Context: an optimization exercise on an open-source flow, tuned for small area. The choices shown serve that exercise and are no tape-out recipe. Function was checked by simulation only, so behaviour that the tests miss may differ from the original. The flow treats the clock pin as an ideal source. Dropping or thinning the clock tree relies on that and would not hold on a real chip. No activity file was given, so power comes from the tool's default toggle rates.

Setup of cedar:
// pcs_8b_10b
module pcs_8b_10b(clk, reset, tx_rd_in, tx_char_val, tx_data_in, tx_data_out, rx_rd_in, rx_char_val, rx_data_in, rx_data_out);
==> flow/config.mk <==
export PLATFORM = sky130hd
export DESIGN_NAME = pcs_8b_10b
export DESIGN_NICKNAME = pcs_8b_10b
export VERILOG_FILES = /design/flow/design.v
export SDC_FILE = /design/flow/constraint.sdc
export NUM_CORES = 4
export LEC_CHECK = 0
export CAP_MARGIN = 20
export CORE_MARGIN = 2
export CORE_UTILIZATION = 60
export GPL_TIMING_DRIVEN = 0
export PLACE_DENSITY = 0.7
export SLEW_MARGIN = 20
==> flow/constraint.sdc <==
create_clock -name core_clock -period 4.0 [get_ports {clk}]
set_input_delay 0.8000 -clock core_clock [delete_from_list [all_inputs] [get_ports {clk}]]
set_output_delay 0.8000 -clock core_clock [all_outputs]
set_load 0.01 [all_outputs]
standard.sh (not shown) runs the stock make flow with config.mk's settings and CLKGATE_MAP_FILE= SYNTH_SCRIPT=/design/flow/synth_recipe.tcl, a recipe that flattens the netlist after the stock synthesis.
==> flow/flow/run.sh <==
#!/bin/bash
# Own layout flow: the standard layout (standard.sh) with three changes.
#  1. Synthesis is the standard script (synth_recipe.tcl) with the combinational
#     mapping step changed: no half/full-adder extraction and an area-oriented
#     ABC mapping (flow/area.abc). Registers are made by the same Yosys passes as
#     in the standard synthesis, so they keep their names and cell types.
#  2. Ports are buffered with sky130_fd_sc_hd__buf_1 instead of the default.
#  3. The clock tree is built by flow/cts_pre.tcl (a few clock buffers, each
#     driving one group of nearby clock pins) in place of clock_tree_synthesis.
# Each tool's output goes to a log file of its own in the work folder.
set -euo pipefail
WORK="$(cd "$(dirname "$0")/.." && pwd)"
cd "$WORK"

# synthesis script: the standard one with our mapping step
sed -e "s#@AREA_ABC@#$WORK/flow/area.abc#" flow/synth_pre.tcl > "$WORK/own_synth.tcl"
tail -n +2 synth_recipe.tcl >> "$WORK/own_synth.tcl"

# the standard make line, with our synthesis script
sed -e "s#SYNTH_SCRIPT=[^ ]*#SYNTH_SCRIPT=$WORK/own_synth.tcl#" standard.sh > own_standard.sh

bash own_standard.sh synth > "$WORK/log_synth.txt" 2>&1

export PRE_CTS_TCL="$WORK/flow/cts_pre.tcl"
export BUFFER_PORTS_ARGS="-buffer_cell sky130_fd_sc_hd__buf_1"
bash own_standard.sh > "$WORK/log_layout.txt" 2>&1
test -s out/final.def
==> flow/flow/area.abc <==
strash
&get -n
&dch -f
&nf -R 50 -p -C 32 -F 8
&put
topo
==> flow/flow/cts_pre.tcl <==
# Clock tree: the clock pins are split into CLK_GROUPS groups (k-means on their
# positions, default 3) and each group gets one buffer (CLKBUF_CELL, default
# sky130_fd_sc_hd__clkbuf_8) at its centre, driven by the clock port. This
# replaces clock_tree_synthesis for this small design; the rest of the standard
# CTS step (legalisation, timing repair) runs as usual.
proc clock_tree_synthesis { args } {
  set cell sky130_fd_sc_hd__clkbuf_8
  if { [info exists ::env(CLKBUF_CELL)] } { set cell $::env(CLKBUF_CELL) }
  set k 3
  if { [info exists ::env(CLK_GROUPS)] } { set k $::env(CLK_GROUPS) }
  set block [ord::get_db_block]
  set clk_net [$block findNet clk]
  set master [[ord::get_db] findMaster $cell]
  set sinks {}
  set xs {}
  set ys {}
  foreach it [$clk_net getITerms] {
    set box [[$it getInst] getBBox]
    lappend sinks $it
    lappend xs [expr { ([$box xMin] + [$box xMax]) / 2.0 }]
    lappend ys [expr { ([$box yMin] + [$box yMax]) / 2.0 }]
  }
  set n [llength $sinks]
  # initial centres: sinks in x order, evenly spaced
  set order [lsort -real -indices $xs]
  set cx {}
  set cy {}
  for { set g 0 } { $g < $k } { incr g } {
    set i [lindex $order [expr { int(($g + 0.5) * $n / $k) }]]
    lappend cx [lindex $xs $i]
    lappend cy [lindex $ys $i]
  }
  for { set iter 0 } { $iter < 50 } { incr iter } {
    set assign {}
    for { set i 0 } { $i < $n } { incr i } {
      set best 0
      set bd 1e30
      for { set g 0 } { $g < $k } { incr g } {
        set d [expr { abs([lindex $xs $i] - [lindex $cx $g]) + abs([lindex $ys $i] - [lindex $cy $g]) }]
        if { $d < $bd } { set bd $d; set best $g }
      }
      lappend assign $best
    }
    set ncx {}
    set ncy {}
    for { set g 0 } { $g < $k } { incr g } {
      set m 0; set ax 0.0; set ay 0.0
      for { set i 0 } { $i < $n } { incr i } {
        if { [lindex $assign $i] == $g } {
          set ax [expr { $ax + [lindex $xs $i] }]
          set ay [expr { $ay + [lindex $ys $i] }]
          incr m
        }
      }
      if { $m > 0 } {
        lappend ncx [expr { $ax / $m }]
        lappend ncy [expr { $ay / $m }]
      } else {
        lappend ncx [lindex $cx $g]
        lappend ncy [lindex $cy $g]
      }
    }
    set cx $ncx
    set cy $ncy
  }
  for { set g 0 } { $g < $k } { incr g } {
    set buf [odb::dbInst_create $block $master clkbuf_$g]
    set net [odb::dbNet_create $block clknet_$g]
    $net setSigType CLOCK
    set m 0
    for { set i 0 } { $i < $n } { incr i } {
      if { [lindex $assign $i] == $g } {
        set it [lindex $sinks $i]
        $it disconnect
        $it connect $net
        incr m
      }
    }
    [$buf findITerm A] connect $clk_net
    [$buf findITerm X] connect $net
    $buf setLocation [expr { int([lindex $cx $g]) }] [expr { int([lindex $cy $g]) }]
    $buf setPlacementStatus PLACED
    puts "clock buffer clkbuf_$g ($cell) drives $m clock pins"
  }
  set_propagated_clock [all_clocks]
}
Other scripts of this flow, unchanged in this note and not shown: flow/flow/synth_pre.tcl
In summary, cedar completed successfully, with a layout that passed the timing, DRC and antenna checks.
The inputs of pepper differ from those of cedar as listed below.
Settings: swapping 60 for 80 in CORE_UTILIZATION; swapping 0.7 for 0.95 in PLACE_DENSITY.
--- a/flow/flow/cts_pre.tcl
+++ b/flow/flow/cts_pre.tcl
@@ -9 +9 @@
-  set k 3
+  set k 2
[summary]
pepper: all stages done; final checks FAILED (setup timing).
The end-of-flow core utilization of pepper exceeds that of cedar by 25 points.
cedar → pepper: cell area went down; setup slack decreased by 0.40 ns relative to the old numbers; clock-pin slew on the worst setup and hold paths grew by 0.02 ns; slew at the pin with the worst max-slew slack rose 0.21 ns; flip-flop and latch share of the layout cell area up 0.16 points.
Post-place instance area was lower in the run labelled pepper.
Comparing cedar and pepper, total clock network power is higher on cedar.
Capture point of the worst path = sel_r[6]: pepper; capture point of the worst path = dec_r[6]: cedar
Edits applied to the flow inputs when going from pepper to xenon:
Settings: changing CORE_UTILIZATION from 80 to 60; changing PLACE_DENSITY from 0.95 to 0.7.
==> flow/flow/area.abc <==
strash
&get -n
&dch -f
&nf -R 1000 -p -C 32 -F 8
&put
topo
--- a/flow/flow/cts_pre.tcl
+++ b/flow/flow/cts_pre.tcl
@@ -9 +9 @@
-  set k 2
+  set k 3
--- outcome ---
xenon reached the final stage; the timing, DRC and antenna checks on its layout passed. NOTE final total power pepper->xenon decreased by a few percent. Detailed placer's ending HPWL delta (xenon − pepper): favourable. Relative to pepper, the worst-case headroom to the max-slew limit of xenon is higher by 14 points. Comparing share of layout cells above drive strength 1 for pepper and xenon, the bigger number came from pepper. Delta(clock period minus worst slack, xenon - pepper) < 0. Global-route wire length before repair was higher in pepper than in xenon. The run showing the smaller post-layout net count is pepper. Core occupancy in the finished layout: xenon lower than pepper. xenon against pepper: part of the total power dissipated in the clock network climbed 3.0 points; final-layout fill cell count climbed 177.
#### Input delta (harbor over xenon)
==> flow/flow/area.abc <==
strash
&get -n
&dch -f
&nf -R 30 -p -C 32 -F 8
&put
topo
--- outcome ---
NOTE: number of library cell types mapped by synthesis in harbor exceeds that of xenon. Comparing harbor and xenon, the lower critical path depth is on xenon. harbor: worst hold slack higher than xenon.
Relative to harbor, the following input files were edited for yarrow:
==> flow/flow/area.abc <==
strash
&get -n
&dch -f
&nf -p -C 32 -F 8 -D 2400
&put
topo
==> comparison <==
- Between harbor and yarrow, cell row count increased.
- Relative to harbor, the final cell count measured on yarrow has increased slightly.
- yarrow reached the final stage; the timing, DRC and antenna checks on its layout passed.
- yarrow against harbor: core utilization now smaller; maximum achievable frequency comparable; sequential fraction of the synthesis area now smaller.
- Route | yarrow vs harbor | wire shorter in yarrow
- When yarrow is measured against harbor, its aggregate global-route resource usage turns out 1.7 points lower.
- Standby leakage power of yarrow exceeds that of harbor by a few percent.
- The shortest clock period the worst path allows after layout of yarrow was inferior to that of harbor.
- The higher proportion of total power due to net switching of yarrow and harbor is in harbor.
- Diff yarrow and harbor: slew at the pin with the worst max-slew slack lower in harbor
No run of this note takes its clock network from TritonCTS; it comes from the design's own scripts or RTL.

---

Another version of the RTL of pcs_8b_10b (not shown whole).
Size: about 240 cells after synthesis, roughly 45 flip-flops, ~42 I/O pins, ~2000 µm² of cells after synthesis.
export LEC_CHECK = 0
export CAP_MARGIN = 20
export CORE_MARGIN = 2
export CORE_UTILIZATION = 40
export SLEW_MARGIN = 20
create_clock -name core_clock -period 4.0 [get_ports {clk}]
==> flow/flow/run.sh <==
#!/bin/bash
# Own layout flow: the standard layout, with two changes.
#  1. Synthesis is the standard script (synth_recipe.tcl) with the combinational
#     mapping step changed: no half/full-adder extraction and an area-only ABC
#     mapping (flow/area.abc). Registers are made by the same passes as in the
#     standard synthesis, so they keep their names and cell types.
#  2. Ports are buffered with sky130_fd_sc_hd__buf_1 instead of the default.
#  3. Clock tree synthesis arguments from flow/cts_args.txt when it exists.
# Each tool's output goes to a log file of its own in the work folder.
set -euo pipefail
WORK="$(cd "$(dirname "$0")/.." && pwd)"
cd "$WORK"

# synthesis script: the standard one with our mapping step
sed -e "s#@AREA_ABC@#$WORK/flow/area.abc#" flow/synth_pre.tcl > "$WORK/own_synth.tcl"
tail -n +2 synth_recipe.tcl >> "$WORK/own_synth.tcl"

# the standard make line, with our synthesis script
sed -e "s#SYNTH_SCRIPT=[^ ]*#SYNTH_SCRIPT=$WORK/own_synth.tcl#" standard.sh > own_standard.sh

bash own_standard.sh synth > "$WORK/log_synth.txt" 2>&1
if [[ -f flow/cts_args.txt ]]; then
  export CTS_ARGS="$(tr '\n' ' ' < flow/cts_args.txt)"
fi
BUFFER_PORTS_ARGS="-buffer_cell sky130_fd_sc_hd__buf_1" bash own_standard.sh > "$WORK/log_layout.txt" 2>&1
test -s out/final.def
==> flow/flow/area.abc <==
strash
&get -n
&dch -f
&nf -R 1000
&put
topo
==> flow/flow/cts_args.txt <==
-sink_clustering_enable -repair_clock_nets -dont_use_dummy_load -buf_list sky130_fd_sc_hd__clkbuf_4 -root_buf sky130_fd_sc_hd__clkbuf_4
==> flow/flow/synth_pre.tcl <==
proc synth {args} { yosys synth -nofsm -noshare {*}$args }
# no half/full-adder extraction
proc extract_fa {args} { puts "extract_fa skipped" }
# area-only mapping script in place of the standard one
proc abc {args} {
  set out {}
  set skip 0
  foreach a $args {
    if { $skip } { set skip 0; continue }
    if { $a eq "-script" } { lappend out -script @AREA_ABC@; set skip 1; continue }
    if { $a eq "-D" } { set skip 1; continue }
    lappend out $a
  }
  yosys abc {*}$out
}
The starting point passed the timing, DRC and antenna checks.
Rerun with:
--- a/flow/flow/run.sh
+++ b/flow/flow/run.sh
@@ -7,3 +7,2 @@
 #  2. Ports are buffered with sky130_fd_sc_hd__buf_1 instead of the default.
-#  3. Clock tree synthesis arguments from flow/cts_args.txt when it exists.
 # Each tool's output goes to a log file of its own in the work folder.
@@ -21,5 +20,2 @@
 bash own_standard.sh synth > "$WORK/log_synth.txt" 2>&1
-if [[ -f flow/cts_args.txt ]]; then
-  export CTS_ARGS="$(tr '\n' ' ' < flow/cts_args.txt)"
-fi
 BUFFER_PORTS_ARGS="-buffer_cell sky130_fd_sc_hd__buf_1" bash own_standard.sh > "$WORK/log_layout.txt" 2>&1
removed: flow/flow/cts_args.txt
=>
- clock skew went down by 24 ps
- wire length grows slightly
- setup slack gets worse by 61 ps
- power grows by about a fifth
- design area increases by a few percent
Rerun with:
--- a/flow/flow/run.sh
+++ b/flow/flow/run.sh
@@ -7,2 +7,3 @@
 #  2. Ports are buffered with sky130_fd_sc_hd__buf_1 instead of the default.
+#  3. Clock tree synthesis arguments from flow/cts_args.txt when it exists.
 # Each tool's output goes to a log file of its own in the work folder.
@@ -20,2 +21,5 @@
 bash own_standard.sh synth > "$WORK/log_synth.txt" 2>&1
+if [[ -f flow/cts_args.txt ]]; then
+  export CTS_ARGS="$(tr '\n' ' ' < flow/cts_args.txt)"
+fi
 BUFFER_PORTS_ARGS="-buffer_cell sky130_fd_sc_hd__buf_1" bash own_standard.sh > "$WORK/log_layout.txt" 2>&1
==> flow/flow/cts_args.txt (new file) <==
-sink_clustering_enable -repair_clock_nets -dont_use_dummy_load -buf_list sky130_fd_sc_hd__clkbuf_8 -root_buf sky130_fd_sc_hd__clkbuf_8
- CORE_UTILIZATION: 40 -> 60
- GPL_TIMING_DRIVEN: unset -> 0
- PLACE_DENSITY: unset -> 0.7
After rerunning: Sequential cell count is unchanged. Routed wire length came out lower by 6.1%. Via count came out higher by 1.8%. Synthesized area is unchanged.
Rerun with:
==> flow/flow/cts_args.txt (replaced) <==
-sink_clustering_enable -repair_clock_nets -dont_use_dummy_load -buf_list sky130_fd_sc_hd__clkbuf_8 -root_buf sky130_fd_sc_hd__clkbuf_8 -sink_clustering_size 25 -sink_clustering_max_diameter 100
- CORE_UTILIZATION: 60 -> 40
- GPL_TIMING_DRIVEN: 0 -> unset
- PLACE_DENSITY: 0.7 -> unset
The new run completed without violations.
Wire length climbs by about 6%.
Combinational power is about the same.
Synthesized cell count stays the same.
Non-clock buffer count climbs by 6.

---

## nickel
pcs_8b_10b, a different RTL version from the one above (not shown whole).
Size: ~190 cells after synthesis, about 45 flip-flops, about 42 I/O pins, roughly 0.0018 sq mm of cells after synthesis.
Settings: LEC_CHECK=0, CAP_MARGIN=20, CORE_MARGIN=2, CORE_UTILIZATION=60, GPL_TIMING_DRIVEN=0, PLACE_DENSITY=0.7, SLEW_MARGIN=20; clock period 4.0 ns.
==> flow/flow/run.sh <==
#!/bin/bash
# Own layout flow: the standard layout (standard.sh) with three changes.
#  1. Synthesis is the standard script (synth_recipe.tcl) with the combinational
#     mapping step changed: no half/full-adder extraction and an area-oriented
#     ABC mapping (flow/area.abc). Registers are made by the same Yosys passes as
#     in the standard synthesis, so they keep their names and cell types.
#  2. Ports are buffered with sky130_fd_sc_hd__buf_1 instead of the default.
#  3. The clock tree is built by flow/cts_pre.tcl (a few clock buffers, each
#     driving one group of nearby clock pins) in place of clock_tree_synthesis.
# Each tool's output goes to a log file of its own in the work folder.
set -euo pipefail
WORK="$(cd "$(dirname "$0")/.." && pwd)"
cd "$WORK"

# synthesis script: the standard one with our mapping step
sed -e "s#@AREA_ABC@#$WORK/flow/area.abc#" flow/synth_pre.tcl > "$WORK/own_synth.tcl"
tail -n +2 synth_recipe.tcl >> "$WORK/own_synth.tcl"

# the standard make line, with our synthesis script
sed -e "s#SYNTH_SCRIPT=[^ ]*#SYNTH_SCRIPT=$WORK/own_synth.tcl#" standard.sh > own_standard.sh

bash own_standard.sh synth > "$WORK/log_synth.txt" 2>&1

export PRE_CTS_TCL="$WORK/flow/cts_pre.tcl"
export BUFFER_PORTS_ARGS="-buffer_cell sky130_fd_sc_hd__buf_1"
bash own_standard.sh > "$WORK/log_layout.txt" 2>&1
test -s out/final.def
==> flow/flow/area.abc <==
strash
&get -n
&dch -f
&nf -R 30 -p -C 32 -F 8 -a
&put
topo
Scripts as last shown in full above: flow/flow/synth_pre.tcl
Other scripts of this flow, unchanged in this note and not shown: flow/flow/cts_pre.tcl
## Diff of input files: juniper against nickel
Settings: changing PLACE_DENSITY from 0.7 to 0.85; changing CORE_UTILIZATION from 60 to 75.
==> flow/flow/area.abc <==
strash
&get -n
&dch -f
&nf -R 30 -p -C 32 -F 8
&put
topo
## What came out
After synthesis and placement, the instance count of juniper is below that of nickel. Per the comparison of juniper with nickel, total power now larger; worst setup slack now smaller; share of synthesized cell area in and, or, nand and nor gates comparable.
No run of this note takes its clock network from TritonCTS; it comes from the design's own scripts or RTL.

re-timing with driven ports:
In the flow no input, the clock included, has a driving cell. The finished layouts below were timed again as built, in two steps. Step 1 sets driving cells, clkbuf_16 on the clock port and buf_2 on the other inputs (assumed; they add their load-dependent delay and slew). Step 2 also shifts input and output timing later by t, the mid clock arrival at the registers, as if the neighbouring blocks saw the same clock. Three values: ideal ports, drivers, drivers and shift; two values: the first two.
| run | shift t [ns] | slack for setup (ns) | worst register clock-pin slew, ns | worst slew at a driven data input, ns |
|---|---|---|---|---|
| cedar | 0.188 | 0.369 / 0.390 / 0.202 | 0.10 / 0.10 | 0.03 |
| pepper | 0.212 | -0.026 / -0.035 / -0.248 | 0.12 / 0.12 | 0.05 |
| xenon | 0.188 | 0.369 / 0.390 / 0.202 | 0.10 / 0.10 | 0.03 |
| harbor | 0.189 | 0.196 / 0.219 / 0.030 | 0.11 / 0.11 | 0.03 |
| yarrow | 0.189 | 0.191 / 0.215 / 0.027 | 0.11 / 0.11 | 0.03 |
| the first run of note 2 | 0.352 | 0.605 / 0.609 / 0.257 | 0.13 / 0.13 | 0.04 |
| the second run of note 2 | 0.320 | 0.544 / 0.546 / 0.226 | 0.08 / 0.08 | 0.04 |
| the third run of note 2 | 0.300 | 0.353 / 0.359 / 0.059 | 0.08 / 0.08 | 0.04 |
| the fourth run of note 2 | 0.314 | 0.555 / 0.556 / 0.242 | 0.08 / 0.08 | 0.04 |
| nickel | 0.191 | 0.247 / 0.274 / 0.083 | 0.10 / 0.10 | 0.03 |
| juniper | 0.190 | 0.217 / 0.241 / 0.051 | 0.11 / 0.11 | 0.03 |
The setup slack of the first run of note 2, which loses most, moves by +0.004 ns with the drivers and by -0.348 ns with both steps.
